Source: an optimization exercise on an open RTL-to-GDS flow (aim: small area, a short achievable clock period and few clock cycles). Production flows keep margins and buffers that such runs may drop.
Function was checked by simulation only, so behaviour that the tests miss may differ from the original.

==> flow/design.v <==
module hidden_layer (
    input              clk,
    input              load,
    input              add,
    input              rot,
    input      [159:0] w_data,     
    output reg [159:0] neu_out     
);
    integer j;
    always @(posedge clk) begin
        for (j = 0; j < 10; j = j + 1) begin
            if (load)
                neu_out[16*j +: 16] <= w_data[16*j +: 16];
            else if (add)
                neu_out[16*j +: 16] <= neu_out[16*j +: 16] + w_data[16*j +: 16];
            else if (rot)
                neu_out[16*j +: 16] <= neu_out[16*((j+1)%10) +: 16];
        end
    end
endmodule
module output_layer (
    input              clk,
    input              reset,
    input              c_in,         
    input              v_in,         
    input              last_in,      
    input      [3:0]   k_in,         
    input      [159:0] w_data,
    input      [15:0]  hidden_in,    
    output             rot,          
    output reg [15:0]  node_val,     
    output reg [3:0]   node_k,
    output reg         node_en
);
    reg        c2, v2, last2;
    reg [3:0]  k2;
    reg [15:0] fld;
    integer k;
    reg [15:0] sel;
    always @(*) begin
        sel = 16'd0;
        for (k = 0; k < 10; k = k + 1)
            if (k_in == k) sel = sel | w_data[16*k +: 16];
    end
    always @(posedge clk or posedge reset) begin
        if (reset) begin
            c2 <= 1'b0;
            v2 <= 1'b0;
            last2 <= 1'b0;
            node_en <= 1'b0;
        end else begin
            c2 <= c_in;
            v2 <= v_in;
            last2 <= last_in;
            node_en <= last2;
        end
    end
    always @(posedge clk) begin
        fld <= sel;
        k2 <= k_in;
        node_k <= k2;
        if (c2)
            node_val <= fld;
        else if (v2)
            node_val <= node_val + fld * hidden_in;
    end
    assign rot = v2;
endmodule
module hardmax (
    input              clk,
    input              reset,
    input              en,           
    input      [15:0]  val,
    input      [3:0]   k,
    output reg [3:0]   max_index,    
    output reg         max_done      
);
    reg [15:0] max_value;
    always @(posedge clk) begin
        if (en && (k == 4'd0 || val > max_value)) begin
            max_value <= val;
            max_index <= k;
        end
    end
    always @(posedge clk or posedge reset) begin
        if (reset)
            max_done <= 1'b0;
        else
            max_done <= en && (k == 4'd9);
    end
endmodule
module fnn_imgclsfctn (
    input          clk,
    input          reset,
    input  [27:0]  input_image,
    output         nxt_inp,
    output [3:0]   outp,
    output         outp_valid,
    output [9:0]   w_addr,
    input  [159:0] w_data
);
    localparam S_B   = 2'd0;    
    localparam S_PIX = 2'd1;    
    localparam S_OUT = 2'd2;    
    reg [1:0]  state;
    reg [3:0]  kcnt;            
    reg [3:0]  icnt;            
    reg [27:0] cur;
    reg [9:0]  cur_base;        
    reg [27:0] nrow;
    reg [9:0]  nrow_base;
    reg        nrow_v;
    reg [4:0]  rows_taken;      
    reg [9:0]  take_base;       
    reg [9:0]  addr_r;
    reg        t0_bias, t0_pix, t0_c, t0_v, t0_last;
    reg [3:0]  k0;
    wire take = !nrow_v && (rows_taken != 5'd28);
    assign nxt_inp = take;
    assign w_addr  = addr_r;
    reg [4:0] col;
    integer b;
    always @(*) begin
        col = 5'd0;
        for (b = 27; b >= 0; b = b - 1)
            if (cur[b]) col = b[4:0];
    end
    wire        have = (cur != 28'd0);
    wire        pop  = (state == S_PIX) && have;
    wire [27:0] rem  = pop ? (cur & (cur - 28'd1)) : cur;
    wire        rem_empty = (rem == 28'd0);
    wire        pix_done  = rem_empty && !nrow_v && (rows_taken == 5'd28);
    always @(posedge clk or posedge reset) begin
        if (reset) begin
            state <= S_B;
            kcnt <= 4'd0;
            icnt <= 4'd0;
            cur <= 28'd0;
            nrow_v <= 1'b0;
            rows_taken <= 5'd0;
            take_base <= 10'd0;
            t0_bias <= 1'b0;
            t0_pix <= 1'b0;
            t0_c <= 1'b0;
            t0_v <= 1'b0;
            t0_last <= 1'b0;
        end else begin
            if (rem_empty) begin
                if (nrow_v) begin
                    cur <= nrow;
                    nrow_v <= 1'b0;
                end else if (take)
                    cur <= input_image;
                else
                    cur <= 28'd0;
            end else begin
                cur <= rem;
                if (take)
                    nrow_v <= (input_image != 28'd0);
            end
            if (take) begin
                rows_taken <= rows_taken + 5'd1;
                take_base <= take_base + 10'd28;
            end
            t0_bias <= 1'b0;
            t0_pix <= 1'b0;
            t0_c <= 1'b0;
            t0_v <= 1'b0;
            t0_last <= 1'b0;
            case (state)
                S_B: begin
                    t0_bias <= 1'b1;
                    state <= S_PIX;
                end
                S_PIX: begin
                    t0_pix <= have;
                    if (pix_done) begin
                        state <= S_OUT;
                        kcnt <= 4'd0;
                        icnt <= 4'd0;
                        rows_taken <= 5'd0;
                        take_base <= 10'd0;
                    end
                end
                default: begin
                    t0_c <= (icnt == 4'd0);
                    t0_v <= (icnt != 4'd0);
                    t0_last <= (icnt == 4'd10);
                    if (icnt == 4'd10) begin
                        icnt <= 4'd0;
                        kcnt <= kcnt + 4'd1;
                        if (kcnt == 4'd9)
                            state <= S_B;
                    end else
                        icnt <= icnt + 4'd1;
                end
            endcase
        end
    end
    always @(posedge clk) begin
        if (rem_empty) begin
            if (nrow_v)
                cur_base <= nrow_base;
            else
                cur_base <= take_base;
        end
        if (take) begin
            nrow <= input_image;
            nrow_base <= take_base;
        end
        case (state)
            S_B:     addr_r <= 10'd784;
            S_PIX:   addr_r <= cur_base + {5'd0, col};
            default: addr_r <= (icnt == 4'd0) ? 10'd795 : 10'd784 + {6'd0, icnt};
        endcase
        k0 <= kcnt;
    end
    reg       t1_bias, t1_pix, t1_c, t1_v, t1_last;
    reg [3:0] k1;
    always @(posedge clk or posedge reset) begin
        if (reset) begin
            t1_bias <= 1'b0;
            t1_pix <= 1'b0;
            t1_c <= 1'b0;
            t1_v <= 1'b0;
            t1_last <= 1'b0;
        end else begin
            t1_bias <= t0_bias;
            t1_pix <= t0_pix;
            t1_c <= t0_c;
            t1_v <= t0_v;
            t1_last <= t0_last;
        end
    end
    always @(posedge clk)
        k1 <= k0;
    wire [159:0] neu_out;
    wire [15:0]  node_val;
    wire [3:0]   node_k;
    wire         node_en;
    wire         rot;
    hidden_layer u_hidden (
        .clk(clk),
        .load(t1_bias),
        .add(t1_pix),
        .rot(rot),
        .w_data(w_data),
        .neu_out(neu_out)
    );
    output_layer u_output (
        .clk(clk),
        .reset(reset),
        .c_in(t1_c),
        .v_in(t1_v),
        .last_in(t1_last),
        .k_in(k1),
        .w_data(w_data),
        .hidden_in(neu_out[15:0]),
        .rot(rot),
        .node_val(node_val),
        .node_k(node_k),
        .node_en(node_en)
    );
    hardmax u_hardmax (
        .clk(clk),
        .reset(reset),
        .en(node_en),
        .val(node_val),
        .k(node_k),
        .max_index(outp),
        .max_done(outp_valid)
    );
endmodule
==> flow/run.sh <==
#!/bin/bash
# synth_recipe.tcl (not shown) runs the flow's synth.tcl, then flattens the netlist and writes it again
# the make line also repeats each setting of config.mk as NAME=value (left out here)
make -C /OpenROAD-flow-scripts/flow DESIGN_CONFIG=/design/flow/config.mk WORK_HOME=/design/flow/orfs CLKGATE_MAP_FILE= SYNTH_SCRIPT=/design/flow/synth_recipe.tcl finish
==> flow/config.mk <==
export PLATFORM = sky130hd
export DESIGN_NAME = fnn_imgclsfctn
export DESIGN_NICKNAME = fnn_imgclsfctn
export VERILOG_FILES = /design/flow/design.v
export SDC_FILE = /design/flow/constraint.sdc
export NUM_CORES = 4
export LEC_CHECK = 0
export CAP_MARGIN = 20
export CORE_MARGIN = 2
export CORE_UTILIZATION = 40
export SLEW_MARGIN = 20
==> flow/constraint.sdc <==
create_clock -name core_clock -period 24.0 [get_ports {clk}]
set_input_delay 4.8000 -clock core_clock [delete_from_list [all_inputs] [get_ports {clk}]]
set_output_delay 4.8000 -clock core_clock [all_outputs]
set_load 0.01 [all_outputs]
==> key figures, run 1 <==
Clock network
  – CTS Sinks: 349
  – Root buf cell: clkbuf_16
  – Post_cts resized: 0
  – Cts hold-fix bufs: 0
  – CTS max path bufs: 3
  – H-tree Lvls: 2
  – Post CTS Setup Buffer Count: 0
  – Worst-skew pair later-pin latency: about 0.62 ns
  – TritonCTS clock tree: done
  – Clock transition at path regs: approximately 0.06 ns
  – Total CTS buffers: 44

GRT
  – Overall Global Routing Usage: 24.7%
  – Grt total ovfl: 0
  – Largest net degree at the start of global routing: 125
  – Global-route wire length before repair: 133000 µm
  – Initial antenna violation count: 7
  – Vias in the first global route: 22300

Synthesis
  – Fraction of registers with async set/reset: a little under a fifth
  – Post-Syn Nets: 3420
  – Register area share after synthesis: 35.5%
  – Synthesized area per cell: 9.47 µm²
  – Post-Syn Area: 27400 µm²
  – Mapped Cells: 2896
  – Synth Area in Adders: between 10% and 20%
  – Yosys Warn Count: 4
  – Synth unique cells: 65
  – Post-synth EDFFs: 240
  – Largest family of logic cells by synthesized area: adder cells
  – Mux contribution to synthesized area: 5.92%
  – Main synth FF type: edfxtp_1
  – Synthesized flop and latch total: 349
  – Post-Synth Simple-Gate Area: 14.5%
  – Post-synthesis xor/xnor area fraction: slightly above 6%
  – Area fraction in compound gates after synthesis: 15.3%

STA
  – # setup viols final: 0
  – RSZ-0062 raised after global routing: no
  – Slew Limit Fails: 0
  – Crit share post-route: 31.3%
  – Fin crit period: 7.50 ns
  – Worst-Margin Slew: 1.07 ns
  – Fin. Hold Viols: 0
  – Slew margin rel.: 28.0%
  – Fmax: 133 MHz
  – Clock skew: about 0.075 ns
  – Post-route setup TNS: 0 ns

Worst setup path
  – CP arrival: approximately 8 ns
  – Critical setup path kind: in2reg
  – Startpoint Class: input pin
  – CP endpoint kind: flop
  – WP data required: 24.34 ns
  – Crit-path max FO: 4

Routing
  – Wire length per cell: 22.1 µm
  – Number of remaining DRC errors: 0
  – Number of routed nets with antenna violations: 0
  – WL final: 87800 µm
  – Vias post-DR: between 20000 and 25000
  – Via-per-instance ratio: 5.71
  – DR pass1 iterations: 6
  – DR iter-0 viols: 2000

Placed design
  – PortBufs: 205
  – Detailed Place HPWL: between 60000 and 70000 µm
  – Routability cong.: 0.945
  – Inst Count DP: 3886

Status
  – Outcome: complete, no violations

Die
  – DIE WIDTH: 266 µm
  – Std-Cell Rows: 96
  – Initial core utilization: between 40% and 50%
  – Placeable Area: 68200 µm²
  – Die ar.: 70700 µm²
  – Die Height: 266 µm
  – Ports: 206

Cells and area
  – Fin nets: 3574
  – Non-filler cells, final: roughly 4000
  – Share of layout cells above drive strength 1: 4.25%
  – Synthesis-to-layout area growth: 15.8%

Worst hold path
  – Worst Hold Class: reg2reg

Job
  – Max_cap viols: 0
==> logic make-up after synthesis <==
kind of cell / count (synthesis)
flip-flops: 349
buffers and inverters: 328
AO/OA/AOI/OAI: 681
XOR/XNOR: 191
other: 1
AND/OR/NAND/NOR: 850
adder cells (fa/ha/maj): 335
multiplexers: 161
==> cells in the final DEF (no fill, tap or decap), types with 11 or more instances in the layout <==
master / Yosys / layout
xor2_1: 36 / 36
nor2b_1: 32 / 31
dfrtp_1: 67 / 65
o21a_1: 23 / 23
clkinv_2: 0 / 13
buf_4: 2 / 14
a21o_1: 26 / 26
a221oi_1: 16 / 16
a41oi_1: 19 / 19
o21ai_0: 276 / 276
o22ai_1: 18 / 18
nand2_1: 370 / 370
and3_1: 33 / 33
xnor2_1: 155 / 155
a22o_1: 16 / 16
nand3_1: 40 / 40
nor2_1: 143 / 141
nand2b_1: 22 / 22
dfxtp_1: 42 / 42
o31ai_1: 11 / 11
nor3_1: 76 / 71
a211oi_1: 13 / 13
or3_1: 22 / 21
a22oi_1: 79 / 79
clkdlybuf4s50_1: 0 / 205
inv_1: 215 / 214
ha_1: 230 / 230
nand4_1: 32 / 32
and2_1: 49 / 49
fa_1: 104 / 104
clkbuf_16: 0 / 44
mux2i_1: 151 / 151
edfxtp_1: 240 / 240
a21oi_1: 118 / 118
a211o_1: 11 / 11
nor4_1: 13 / 12
==> synthesized netlist by cell type (all sizes together) (42+ instances only) <==
cell    count  share of area (%)
a21oi     118                2.2
a22oi      79                2.2
and2       49                1.1
clkbuf     92                1.3
dfrtp      67                6.1
dfxtp      42                3.1
edfxtp    240                 26
fa        104                7.6
ha        230                 10
inv       215                2.9
mux2i     151                5.5
nand2     370                5.1
nand3      42               0.83
nor2      143                2.0
nor3       77                1.4
o21ai     284                5.2
xnor2     155                4.9
==> final timing paths <==
| check | slack, ns | cells past startpoint | start | endpoint |
|---|---|---|---|---|
| min reg2reg | 0.33 | 0 | k0[2] | k1[2] |
| max | 16.50 | 13 | w_data[128] | u_hidden.neu_out[142] |
| min in group asynchronous | 4.76 | 3 | reset | u_hardmax.max_done |
| min | 0.33 | 0 | k0[2] | k1[2] |
| max in group asynchronous | 18.56 | 3 | reset | t1_pix |
| max reg2reg | 18.09 | 17 | u_hidden.neu_out[1] | u_output.node_val[14] |
==> state kept, by name, summed over array words and instances (netlist names), 5 cells and up <==
signal and flops:
u_hidden.neu_out 160, addr_r 10, take_base 8, cur 28, u_output.node_val 16, rows_taken 5
u_hardmax.max_value 16, cur_base 8, u_output.fld 16, nrow 28, nrow_base 8
==> critical path, cell delays in order <==
cell and delay (ns):
clkdlybuf4s50_1 0.77, ha_1 0.28, inv_1 0.07, fa_1 0.40, nor2b_1 0.12, o21ai_0 0.11, a21boi_0 0.41, o211ai_1 0.20
nand3_1 0.13, a41oi_1 0.16, xnor2_1 0.15, mux2i_1 0.13, o21ai_0 0.09
==> metal layers <==
layer | routed length (µm) | vias up | track usage, % | share of wire, %
met5 | 82 | - | 0 | 0.093
met4 | 3520 | 12 | 9.63 | 4.0
met3 | 7560 | 183 | 5.15 | 8.6
met2 | 38200 | 822 | 37.9 | 44
met1 | 38400 | 11000 | 34.2 | 44
li1 | - | 10700 | - | -
==> through the flow <==
step | area, µm² | setup slack [ns] | hold slack (ns) | utilization (%)
global route | 31800 | 16.28 | 0.338 | 46.6
CTS | 31800 | 16.52 | 0.327 | 46.5
finish | 31800 | 16.50 | 0.326 | 46.6
global placement | 30300 | 15.88 | 0.311 | 44.4
detailed placement | 30300 | 15.85 | 0.312 | 44.5
floorplan | 27400 | 16.76 | 0.310 | -
==> area by class of cell <==
| cell class | instances | area, µm² |
|---|---|---|
| Antenna cell | 1 | 2.50 |
| Clock buffer | 53 | 1200 |
| Clock inverter | 28 | 211 |
| Fill cell | 6430 | 36500 |
| Inverter | 215 | 807 |
| Multi-Input combinational cell | 2219 | 16500 |
| Sequential cell | 349 | 9730 |
| Tap cell | 882 | 1100 |
| Timing Repair Buffer | 221 | 2190 |
Testbench counts, summed over its fixed seeds: cycles 13,696.
==> run 2, diff against run 1 <==
--- a/flow/design.v
+++ b/flow/design.v
@@ -1,21 +1,45 @@
 module hidden_layer (
     input              clk,
-    input              load,
+    input              clr,
     input              add,
-    input              rot,
-    input      [159:0] w_data,     
-    output reg [159:0] neu_out     
+    input      [159:0] w,          
+    input      [3:0]   sel,
+    output reg [15:0]  h_out
 );
+    reg [159:0] acc;
+    reg [9:0]   cy;                
+    function [8:0] ripple8(input [7:0] a, input [7:0] b, input ci);
+        integer n;
+        reg c;
+        begin
+            c = ci;
+            for (n = 0; n < 8; n = n + 1) begin
+                ripple8[n] = a[n] ^ b[n] ^ c;
+                c = (a[n] & b[n]) | (c & (a[n] ^ b[n]));
+            end
+            ripple8[8] = c;
+        end
+    endfunction
     integer j;
+    reg [15:0] a, b;
+    reg        c;
+    reg [8:0]  lo, hi;
     always @(posedge clk) begin
         for (j = 0; j < 10; j = j + 1) begin
-            if (load)
-                neu_out[16*j +: 16] <= w_data[16*j +: 16];
-            else if (add)
-                neu_out[16*j +: 16] <= neu_out[16*j +: 16] + w_data[16*j +: 16];
-            else if (rot)
-                neu_out[16*j +: 16] <= neu_out[16*((j+1)%10) +: 16];
-        end
+            a = clr ? 16'd0 : acc[16*j +: 16];
+            b = add ? w[16*j +: 16] : 16'd0;
+            c = clr ? 1'b0 : cy[j];
+            lo = ripple8(a[7:0], b[7:0], 1'b0);
+            hi = ripple8(a[15:8], b[15:8], c);
+            acc[16*j +: 16] <= {hi[7:0], lo[7:0]};
+            cy[j] <= lo[8];
+        end
+    end
+    integer s;
+    always @(*) begin
+        h_out = 16'd0;
+        for (s = 0; s < 10; s = s + 1)
+            if (sel == s) h_out = h_out | acc[16*s +: 16];
     end
 endmodule
 module output_layer (
@@ -25,46 +49,49 @@
     input              v_in,         
     input              last_in,      
     input      [3:0]   k_in,         
-    input      [159:0] w_data,
+    input      [159:0] w,
     input      [15:0]  hidden_in,    
-    output             rot,          
     output reg [15:0]  node_val,     
     output reg [3:0]   node_k,
     output reg         node_en
 );
-    reg        c2, v2, last2;
-    reg [3:0]  k2;
-    reg [15:0] fld;
+    reg        c3, last3, c4, last4;
+    reg [3:0]  k3, k4;
+    reg [15:0] fld, hv;
+    reg [15:0] p_lo;
+    reg [7:0]  p_hi;
     integer k;
     reg [15:0] sel;
     always @(*) begin
         sel = 16'd0;
         for (k = 0; k < 10; k = k + 1)
-            if (k_in == k) sel = sel | w_data[16*k +: 16];
+            if (k_in == k) sel = sel | w[16*k +: 16];
     end
     always @(posedge clk or posedge reset) begin
         if (reset) begin
-            c2 <= 1'b0;
-            v2 <= 1'b0;
-            last2 <= 1'b0;
+            c3 <= 1'b0;
+            last3 <= 1'b0;
+            c4 <= 1'b0;
+            last4 <= 1'b0;
             node_en <= 1'b0;
         end else begin
-            c2 <= c_in;
-            v2 <= v_in;
-            last2 <= last_in;
-            node_en <= last2;
+            c3 <= c_in;
+            last3 <= last_in;
+            c4 <= c3;
+            last4 <= last3;
+            node_en <= last4;
         end
     end
     always @(posedge clk) begin
         fld <= sel;
-        k2 <= k_in;
-        node_k <= k2;
-        if (c2)
-            node_val <= fld;
-        else if (v2)
-            node_val <= node_val + fld * hidden_in;
-    end
-    assign rot = v2;
+        hv <= c_in ? 16'd1 : hidden_in;
+        k3 <= k_in;
+        p_lo <= fld * hv[7:0];
+        p_hi <= fld[7:0] * hv[15:8];
+        k4 <= k3;
+        node_val <= (c4 ? 16'd0 : node_val) + p_lo + {p_hi, 8'd0};
+        node_k <= k4;
+    end
 endmodule
 module hardmax (
     input              clk,
@@ -114,7 +141,7 @@
     reg [9:0]  take_base;       
     reg [9:0]  addr_r;
     reg        t0_bias, t0_pix, t0_c, t0_v, t0_last;
-    reg [3:0]  k0;
+    reg [3:0]  k0, i0;
     wire take = !nrow_v && (rows_taken != 5'd28);
     assign nxt_inp = take;
     assign w_addr  = addr_r;
@@ -214,9 +241,13 @@
             default: addr_r <= (icnt == 4'd0) ? 10'd795 : 10'd784 + {6'd0, icnt};
         endcase
         k0 <= kcnt;
+        i0 <= icnt - 4'd1;
     end
     reg       t1_bias, t1_pix, t1_c, t1_v, t1_last;
-    reg [3:0] k1;
+    reg [3:0] k1, i1;
+    reg       t2_bias, t2_pix, t2_c, t2_v, t2_last;
+    reg [3:0] k2, i2;
+    reg [159:0] wreg;
     always @(posedge clk or posedge reset) begin
         if (reset) begin
             t1_bias <= 1'b0;
@@ -224,39 +255,52 @@
             t1_c <= 1'b0;
             t1_v <= 1'b0;
             t1_last <= 1'b0;
+            t2_bias <= 1'b0;
+            t2_pix <= 1'b0;
+            t2_c <= 1'b0;
+            t2_v <= 1'b0;
+            t2_last <= 1'b0;
         end else begin
             t1_bias <= t0_bias;
             t1_pix <= t0_pix;
             t1_c <= t0_c;
             t1_v <= t0_v;
             t1_last <= t0_last;
-        end
-    end
-    always @(posedge clk)
+            t2_bias <= t1_bias;
+            t2_pix <= t1_pix;
+            t2_c <= t1_c;
+            t2_v <= t1_v;
+            t2_last <= t1_last;
+        end
+    end
+    always @(posedge clk) begin
+        wreg <= w_data;
         k1 <= k0;
-    wire [159:0] neu_out;
+        i1 <= i0;
+        k2 <= k1;
+        i2 <= i1;
+    end
+    wire [15:0]  h_val;
     wire [15:0]  node_val;
     wire [3:0]   node_k;
     wire         node_en;
-    wire         rot;
     hidden_layer u_hidden (
         .clk(clk),
-        .load(t1_bias),
-        .add(t1_pix),
-        .rot(rot),
-        .w_data(w_data),
-        .neu_out(neu_out)
+        .clr(t2_bias),
+        .add(t2_bias | t2_pix),
+        .w(wreg),
+        .sel(i2),
+        .h_out(h_val)
     );
     output_layer u_output (
         .clk(clk),
         .reset(reset),
-        .c_in(t1_c),
-        .v_in(t1_v),
-        .last_in(t1_last),
-        .k_in(k1),
-        .w_data(w_data),
-        .hidden_in(neu_out[15:0]),
-        .rot(rot),
+        .c_in(t2_c),
+        .v_in(t2_v),
+        .last_in(t2_last),
+        .k_in(k2),
+        .w(wreg),
+        .hidden_in(h_val),
         .node_val(node_val),
         .node_k(node_k),
         .node_en(node_en)
==> run 2 against run 1 <==
Against the previous run: still clean; core utilization is 1.7 points higher; setup slack gained 0.24 ns; sequential cell count up 233; via count decreased by 19%; cell count down 9.4%; wire length decreased by 21%; synthesized cell count down 14%; final area grew 2.4%.
==> key figures, run 2 <==
Cells and area
  – Post-Layout Inst Area: 32500 µm²
  – Top Registers: u_hidden.acc x160, wreg x160
  – Most frequent cells in the layout: 448 x dfxtp_1, 220 x fa_1, 211 x nand2_1, 205 x clkdlybuf4s50_1, 199 x and2_1
  – Most common cell after layout, fill and taps aside: dfxtp_1
  – Fin nets: 3179
  – Non-filler cells, final: 3595
  – Utilization after layout: between 40% and 50%
  – Synthesis-to-layout area growth: 19.1%
  – Share of layout cells above drive strength 1: between 6 and 7%

Synthesis
  – Post-synth EDFFs: 64
  – Post-Synth Simple-Gate Area: 15.4%
  – Post-Syn Nets: 2990
  – Area fraction in compound gates after synthesis: 10.1%
  – Yosys top cell by area: dfxtp_1
  – Main synth FF type: dfxtp_1
  – Synth unique cells: 71
  – Synth top area cells: dfxtp_1 33%, fa_1 16%, edfxtp_1 7.0%
  – Post-synthesis xor/xnor area fraction: 2.76%
  – Synth Area in Adders: 20.8%
  – Mapped Cells: 2479
  – Synthesized flop and latch total: 582
  – Largest family of logic cells by synthesized area: adder cells
  – Most frequent cell after synthesis: dfxtp_1
  – Mux contribution to synthesized area: less than 1%
  – Fraction of registers with async set/reset: 12.0%
  – Register area share after synthesis: 46.3%
  – Top cell type's share of synthesized area: 32.8%
  – Post-Syn Area: ~27000 µm²
  – Yosys Warn Count: 4
  – Ranking of synthesized cells by instance count: 448 x dfxtp_1, 220 x fa_1, 211 x nand2_1
  – Synthesized area per cell: ~11 µm²

Clock network
  – Root buf cell: clkbuf_16
  – H-tree Lvls: 2
  – Total CTS buffers: 61
  – Clock transition at path regs: 0.07 ns
  – Post CTS Setup Buffer Count: 0
  – CTS Sinks: 582
  – Post_cts resized: 0
  – Worst-skew pair later-pin latency: 0.65 ns
  – CTS max path bufs: 3
  – TritonCTS clock tree: done
  – Cts hold-fix bufs: 0

Worst setup path
  – Critical path capture point: nxt_inp
  – Reg2Reg Setup Slack: roughly 18 ns
  – Crit-path max FO: 30
  – WP data required: approximately 19 ns
  – RR Endpoint: u_hidden.acc[7]
  – CP endpoint kind: output pin
  – Worst reg2reg path depth: 15
  – Startpoint Class: flop
  – Critical setup path kind: reg2out
  – FF-to-FF Start: t2_bias
  – CP arrival: roughly 2.5 ns
  – Critical Path Source: rows_taken[0]

STA
  – Fin. Hold Viols: 0
  – Fin crit period: a little over 7 ns
  – Slew Limit Fails: 0
  – # setup viols final: 0
  – Worst setup margin: 16.74 ns
  – Fmax: 138 MHz
  – Clock skew: 0.0489 ns
  – Post-route setup TNS: 0 ns
  – Worst-Margin Slew: 1.12 ns
  – Worst Hold Slack: between 0.3 and 0.4 ns
  – Crit share post-route: a little under a third
  – Slew margin rel.: 25.4%
  – RSZ-0062 raised after global routing: no

GRT
  – Vias in the first global route: approximately 20000
  – Initial antenna violation count: 2
  – Met1 usage: a little over a quarter
  – Grt total ovfl: 0
  – Global-route wire length before repair: 110000 µm
  – GR Layer Usage met2: 33.0%
  – Largest net degree at the start of global routing: 80
  – M3 GR Usage: 3.56%
  – Overall Global Routing Usage: 20.0%
  – GR peak layer: met2

Placed design
  – Routability cong.: 0.854
  – Detailed Place HPWL: approximately 53000 µm
  – Inst Count DP: between 3000 and 4000
  – Placed Area: 30300 µm²
  – PortBufs: between 200 and 250
  – Dpl ws: 17.40 ns

Die
  – Std-Cell Rows: 95
  – Placeable Area: between 60000 and 70000 µm²
  – Die ar.: 70400 µm²
  – Initial core utilization: 40.5%
  – Ports: a little over 200
  – DIE WIDTH: roughly 270 µm
  – Die Height: roughly 270 µm

Routing
  – WL final: 69700 µm
  – Wire length per cell: 19.4 µm
  – DR iter-0 viols: between 1000 and 1500
  – DR pass1 iterations: 8
  – Via-per-instance ratio: just over 5
  – Number of routed nets with antenna violations: 0
  – Number of remaining DRC errors: 0
  – Vias post-DR: 18400

Job
  – Max_cap viols: 0

Worst hold path
  – Worst Hold Class: reg2reg
  – Min-Delay Path Depth: 0

Status
  – Outcome: complete, no violations
[run 2: cell count changes after synthesis, moves of 61 or more]
| cell | previous run | this run |
|---|---|---|
| edfxtp_1 | 240 | 64 |
| nor2b_1 | 32 | 150 |
| nand2_1 | 370 | 211 |
| and2_1 | 49 | 199 |
| a22oi_1 | 79 | 18 |
| o21ai_0 | 276 | 73 |
| mux2i_1 | 151 | 1 |
| ha_1 | 230 | 101 |
| xnor2_1 | 155 | 57 |
| fa_1 | 104 | 220 |
| dfxtp_1 | 42 | 448 |
[run 2: how the worst min path moves through the flow]
stage,slack (ns),startpoint,endpoint
6_report,0.32,u_output.k4[3],u_output.node_k[3]
5_1_grt,0.32,u_output.k4[3],u_output.node_k[3]
4_1_cts,0.32,u_output.k4[3],u_output.node_k[3]
3_5_place_dp,0.31,k0[0],k1[0]
3_3_place_gp,0.31,k1[1],k2[1]
2_1_floorplan,0.31,i0[0],i1[0]
[run 2: kinds of logic after synthesis]
| family | count (synthesis) |
|---|---|
| xor gates and xnor gates | 86 |
| muxes | 7 |
| buffers and inverters | 304 |
| AOI/OAI and AO/OA | 388 |
| DFF | 582 |
| adders and majority gates | 323 |
| other | 1 |
| and+or+nand+nor | 788 |
[run 2: metal layers]
metal,vias to the layer above,wire [µm]
met4,0,1980
met3,116,4230
met5,-,0
met2,513,32900
li1,8703,-
met1,9042,30600
[run 2: cell type report]
class | instances | area (µm²)
fillers | 6017 | 34900
multi-input cells | 1593 | 13600
flip-flops and latches | 582 | 12600
repair buffers | 231 | 2250
clock buffers | 82 | 1770
well taps | 873 | 1090
inverters | 199 | 748
clock inverters | 34 | 417
diodes | 1 | 2.50
[run 2: critical path, stage by stage (launching register included)]
cell and delay (ns):
dfrtp_1 0.40, inv_1 0.07, ha_1 0.19, nand4_1 0.09, buf_4 0.30, nor2b_4 0.21, clkdlybuf4s50_1 0.53
Testbench counts of run 2, summed over its fixed seeds: cycles 13,712.

-- separate check: timing with driven ports --
How much do the figures lean on ideal ports? The routed layouts below were timed once more, with nothing changed but the port constraints. Step 1 assumes that a clkbuf_16 drives the clock port and a buf_2 every other input. Step 2 adds t to the input delays and takes it off the output delays; t is the mean of the earliest and latest rising clock arrival at the registers after step 1. Input paths then give back, and output paths get back, about the clock's delay inside the block. Three values: ideal ports, drivers, drivers and shift; two values: the first two.
run | t, ns | setup slack, ns | worst hold slack (ns)
run 1 | 0.648 | 16.495 / 16.488 / 15.840 | 0.326 / 0.326 / 0.326
run 2 | 0.696 | 16.736 / 16.670 / 17.366 | 0.324 / 0.324 / 0.324
After both steps setup and hold are still met in every run listed. The setup slack of run 1, which loses most, moves by -0.007 ns with the drivers and by -0.655 ns with both steps.
